Context: an optimization exercise on an open-source flow, tuned for a short achievable clock period and few clock cycles. The choices shown serve that exercise and are no tape-out recipe.
Where RTL was checked, it was by simulation tests only, not by an equivalence proof against the original.

## cpu
module cpu(
    input clk,
    input reset,
    output [7:0] imem_addr,
    input [18:0] imem_data,
    output [7:0] dmem_addr,
    output [18:0] dmem_wdata,
    output dmem_we,
    input [18:0] dmem_rdata,
    output rf_we,
    output [2:0] rf_waddr,
    output [18:0] rf_wdata
);
    localparam [18:0] KEY = 19'b0011001010111010110;
    reg [7:0] pc;           
    reg [7:0] pcn;          
    reg [18:0] ir;
    reg ir_valid;
    reg [7:0] ir_pcp1;
    reg [2:0] sp;
    reg [18:0] rf [0:7];
    reg [7:0] rz;           
    reg x_we, x_ld, x_st, x_div;
    reg [2:0] x_rd;
    reg [7:0] x_imm;
    reg [18:0] x_a, x_b, x_sd;
    reg [11:0] x_sel;       
    reg x_mul;
    reg [7:0] w_oh;         
    reg [18:0] w_data;
    reg o_we;
    reg [2:0] o_rd;
    reg [18:0] o_data;
    assign imem_addr = pc;
    assign dmem_addr = x_imm;
    assign dmem_we = x_st;
    assign dmem_wdata = x_sd;
    assign rf_we = o_we;
    assign rf_waddr = o_rd;
    assign rf_wdata = o_data;
    wire [18:0] a = x_a;
    wire [18:0] b = x_b;
    reg dv_busy;                
    reg [18:0] dv_r, dv_q;
    reg [20:0] dv_a;            
    reg [2:0] dv_i;             
    reg [21:0] dv_m1, dv_m2, dv_m3, dv_m4, dv_m5, dv_m6, dv_m7;
    genvar g;
    wire b_zero = (b == 19'd0);
    wire [21:0] f1 = {3'b0, a} - {3'b0, b};
    wire [21:0] f2 = {3'b0, a} - {2'b0, b, 1'b0};
    wire [21:0] f3 = {3'b0, a} - ({3'b0, b} + {2'b0, b, 1'b0});
    wire [1:0] f_dig = !f3[21] ? 2'd3 : !f2[21] ? 2'd2 : !f1[21] ? 2'd1 : 2'd0;
    wire [18:0] b_any;          
    assign b_any[18] = b[18];
    generate
        for (g = 0; g < 18; g = g + 1) begin : g_bany
            assign b_any[g] = b[g] | b_any[g+1];
        end
    endgenerate
    wire [18:2] a_ok;
    generate
        for (g = 2; g < 19; g = g + 1) begin : g_aok
            assign a_ok[g] = !a[g] || b_any[g-1];
        end
    endgenerate
    wire dv_fast = b_zero || (&a_ok);
    wire [18:0] q_fast = b_zero ? 19'd0 : {17'd0, f_dig};
    function [2:0] ndig;
        input [18:0] x, y;
        begin
            if ({3'd0, x} < {y, 3'd0}) ndig = 3'd0;
  ...
==> flow/config.mk <==
export PLATFORM = sky130hd
export DESIGN_NAME = cpu
export DESIGN_NICKNAME = cpu
export VERILOG_FILES = /design/flow/design.v
export SDC_FILE = /design/flow/constraint.sdc
export NUM_CORES = 4
export LEC_CHECK = 0
export CAP_MARGIN = 20
export CORE_MARGIN = 2
export CORE_UTILIZATION = 40
export SLEW_MARGIN = 20
==> flow/constraint.sdc <==
create_clock -name core_clock -period 38.0 [get_ports {clk}]
set_input_delay 7.6000 -clock core_clock [delete_from_list [all_inputs] [get_ports {clk}]]
set_output_delay 7.6000 -clock core_clock [all_outputs]
set_load 0.01 [all_outputs]
standard.sh (not shown) runs the stock make flow with config.mk's settings and CLKGATE_MAP_FILE= SYNTH_SCRIPT=/design/flow/synth_recipe.tcl, a recipe that flattens the netlist after the stock synthesis.
==> flow/flow/run.sh <==
#!/bin/bash
# The standard layout (the standard.sh), with timing repair asked to leave
# a setup margin, so that it sizes and buffers the critical paths.
set -euo pipefail
bash standard.sh SETUP_SLACK_MARGIN=30.5 TNS_END_PERCENT=100 MATCH_CELL_FOOTPRINT=0 CORE_UTILIZATION=62 finish > standard_flow.log 2>&1
The baseline produced a clean layout.
Testbench counts at the start, summed over its fixed seeds: cycles 12,033.
Rerun with:
--- a/flow/design.v
+++ b/flow/design.v
@@ -179,20 +179,20 @@
     wire [2:0] sp1 = sp + 3'd1;
     wire [2:0] ra = d_ret ? sp1 : f_rs;
     wire [2:0] rb = f_rt;
     wire [18:0] rfa = w_oh[ra] ? w_data : (rz[ra] ? 19'd0 : rf[ra]);
     wire [18:0] rfb = w_oh[rb] ? w_data : (rz[rb] ? 19'd0 : rf[rb]);
     wire xa_hit = x_we && x_rd == ra;
     wire xb_hit = x_we && x_rd == rb;
     wire x_slow = x_ld || x_div || x_mul;
+    assign da = rfa;
+    assign db = rfb;
     wire [18:0] va = xa_hit ? x_fast : rfa;
     wire [18:0] vb = xb_hit ? x_fast : rfb;
-    assign da = va;
-    assign db = vb;
     wire use_a_early = d_beq || d_bne || d_ret;
     wire use_b_early = d_beq || d_bne;
     wire stall = x_hold || (x_slow && ((use_a_early && xa_hit) || (use_b_early && xb_hit)));
     wire eq = (va == vb);
     wire taken = d_jmp || d_call || (d_beq && eq) || (d_bne && !eq);
     wire [7:0] next_pc = d_ret ? va[7:0] : (taken ? f_imm : pcn);
     wire [7:0] next_pcn = d_ret ? va[7:0] + 8'd1 : (taken ? f_imm + 8'd1 : pcn + 8'd1);
     wire d_we = d_alu || d_call || d_ret || d_ld || d_imm;
@@ -268,16 +268,16 @@
         x_imm <= f_imm;
         x_sd <= xb_hit ? x_out : rfb;
         if (!x_hold) begin
             x_rd <= d_rd;
             x_a <= xa_hit ? x_out : rfa;
             x_b <= d_useimm ? d_bval : (xb_hit ? x_out : rfb);
             x_sel <= d_sel;
             x_mul <= d_alu && (f_fn == 5'd2);
-            x_pre <= d_alu && (f_fn == 5'd3) && !(x_slow && (xa_hit || xb_hit)) && (vb != 19'd0);
+            x_pre <= d_alu && (f_fn == 5'd3) && !xa_hit && !xb_hit && (rfb != 19'd0);
         end
         if (!stall) begin
             ir <= imem_data;
             ir_pcp1 <= pcn;
         end
     end
 endmodule
Outcome: The new run completed without violations. Die area fell by 3.0%. Maximum frequency fell by 0.50%. First-iteration DRC count fell by 26%. Setup slack is worse by 44 ps. Non-clock buffer count fell by 10. Core utilization rose by 0.11 points. Wire length fell by 12%. Final cell count fell by 4.9%.
Function not checked in the second run of this note: the RTL went through the layout flow alone.

---

Another version of the RTL of cpu (not shown whole).
Size in the first run: roughly 6000 cells after synthesis, roughly 490 flip-flops, roughly 99 I/O pins, about 53000 sq um of cells after synthesis.
Settings: LEC_CHECK=0, CAP_MARGIN=20, CORE_MARGIN=2, CORE_UTILIZATION=40, SLEW_MARGIN=20; clock period 38.0 ns.
Scripts as last shown in full above: flow/flow/run.sh
Next try:
--- a/flow/design.v
+++ b/flow/design.v
@@ -234,22 +234,22 @@
             x_we <= 1'b0; x_ld <= 1'b0; x_st <= 1'b0; x_div <= 1'b0;
             w_oh <= 8'd0;
             o_we <= 1'b0;
         end else begin
             rz <= rz & ~w_oh;
             w_oh <= x_wr ? (8'd1 << x_rd) : 8'd0;
             o_we <= x_wr;
-            x_st <= d_st && !stall;
             if (!x_hold) begin
                 x_we <= d_we && !stall;
                 x_ld <= d_ld && !stall;
+                x_st <= d_st && !stall;
                 x_div <= d_alu && (f_fn == 5'd3) && !stall;
             end
-            pc <= stall ? pcn - 8'd1 : next_pc;
             if (!stall) begin
+                pc <= next_pc;
                 pcn <= next_pcn;
                 ir_valid <= 1'b1;
                 if (d_call) sp <= sp - 3'd1;
                 else if (d_ret) sp <= sp1;
             end
         end
     end
What happened: Synthesized area went down by 0.72%; maximum frequency went up by about 0.4%; count of clock-buffer cells in the layout went up by 4; global-route usage went down by 2.0 points; via count went down by about 3%; routed wire length went down by 6.9%.
Testbench counts after the change, summed over its fixed seeds: cycles 12,057.
Only the layout flow was run in the first run of this note; the RTL was not checked for function there.

[what the ideal ports hide]
No port has a modelled driver above. Below, the same layouts with a new extraction and two added sets of constraints.
Step 1 (the two cells are an assumption about what drives the block):
set clk [get_ports {clk}]
set_driving_cell -lib_cell sky130_fd_sc_hd__clkbuf_16 $clk
set_driving_cell -lib_cell sky130_fd_sc_hd__buf_2 [delete_from_list [all_inputs] $clk]
Step 2, shift: input delay + t, output delay - t, t = (earliest + latest rising clock arrival at the registers) / 2. This alone moves slack from input paths to output paths.
a / b / c = ideal ports / drivers / drivers and shift; a / b = the first two.
run	t, ns	slack for setup (ns)	worst setup path at the end
the first run of note 1	0.710	29.220 / 29.144 / 29.110	input to register
the second run of note 1	0.734	29.176 / 29.099 / 28.799	input to register
the first run of note 2	0.714	29.152 / 29.072 / 29.216	input to register
the second run of note 2	0.721	29.188 / 29.111 / 29.191	input to register
After both steps setup and hold are still met in every run listed. The setup slack of the second run of note 1, which loses most, moves by -0.077 ns with the drivers and by -0.377 ns with both steps.
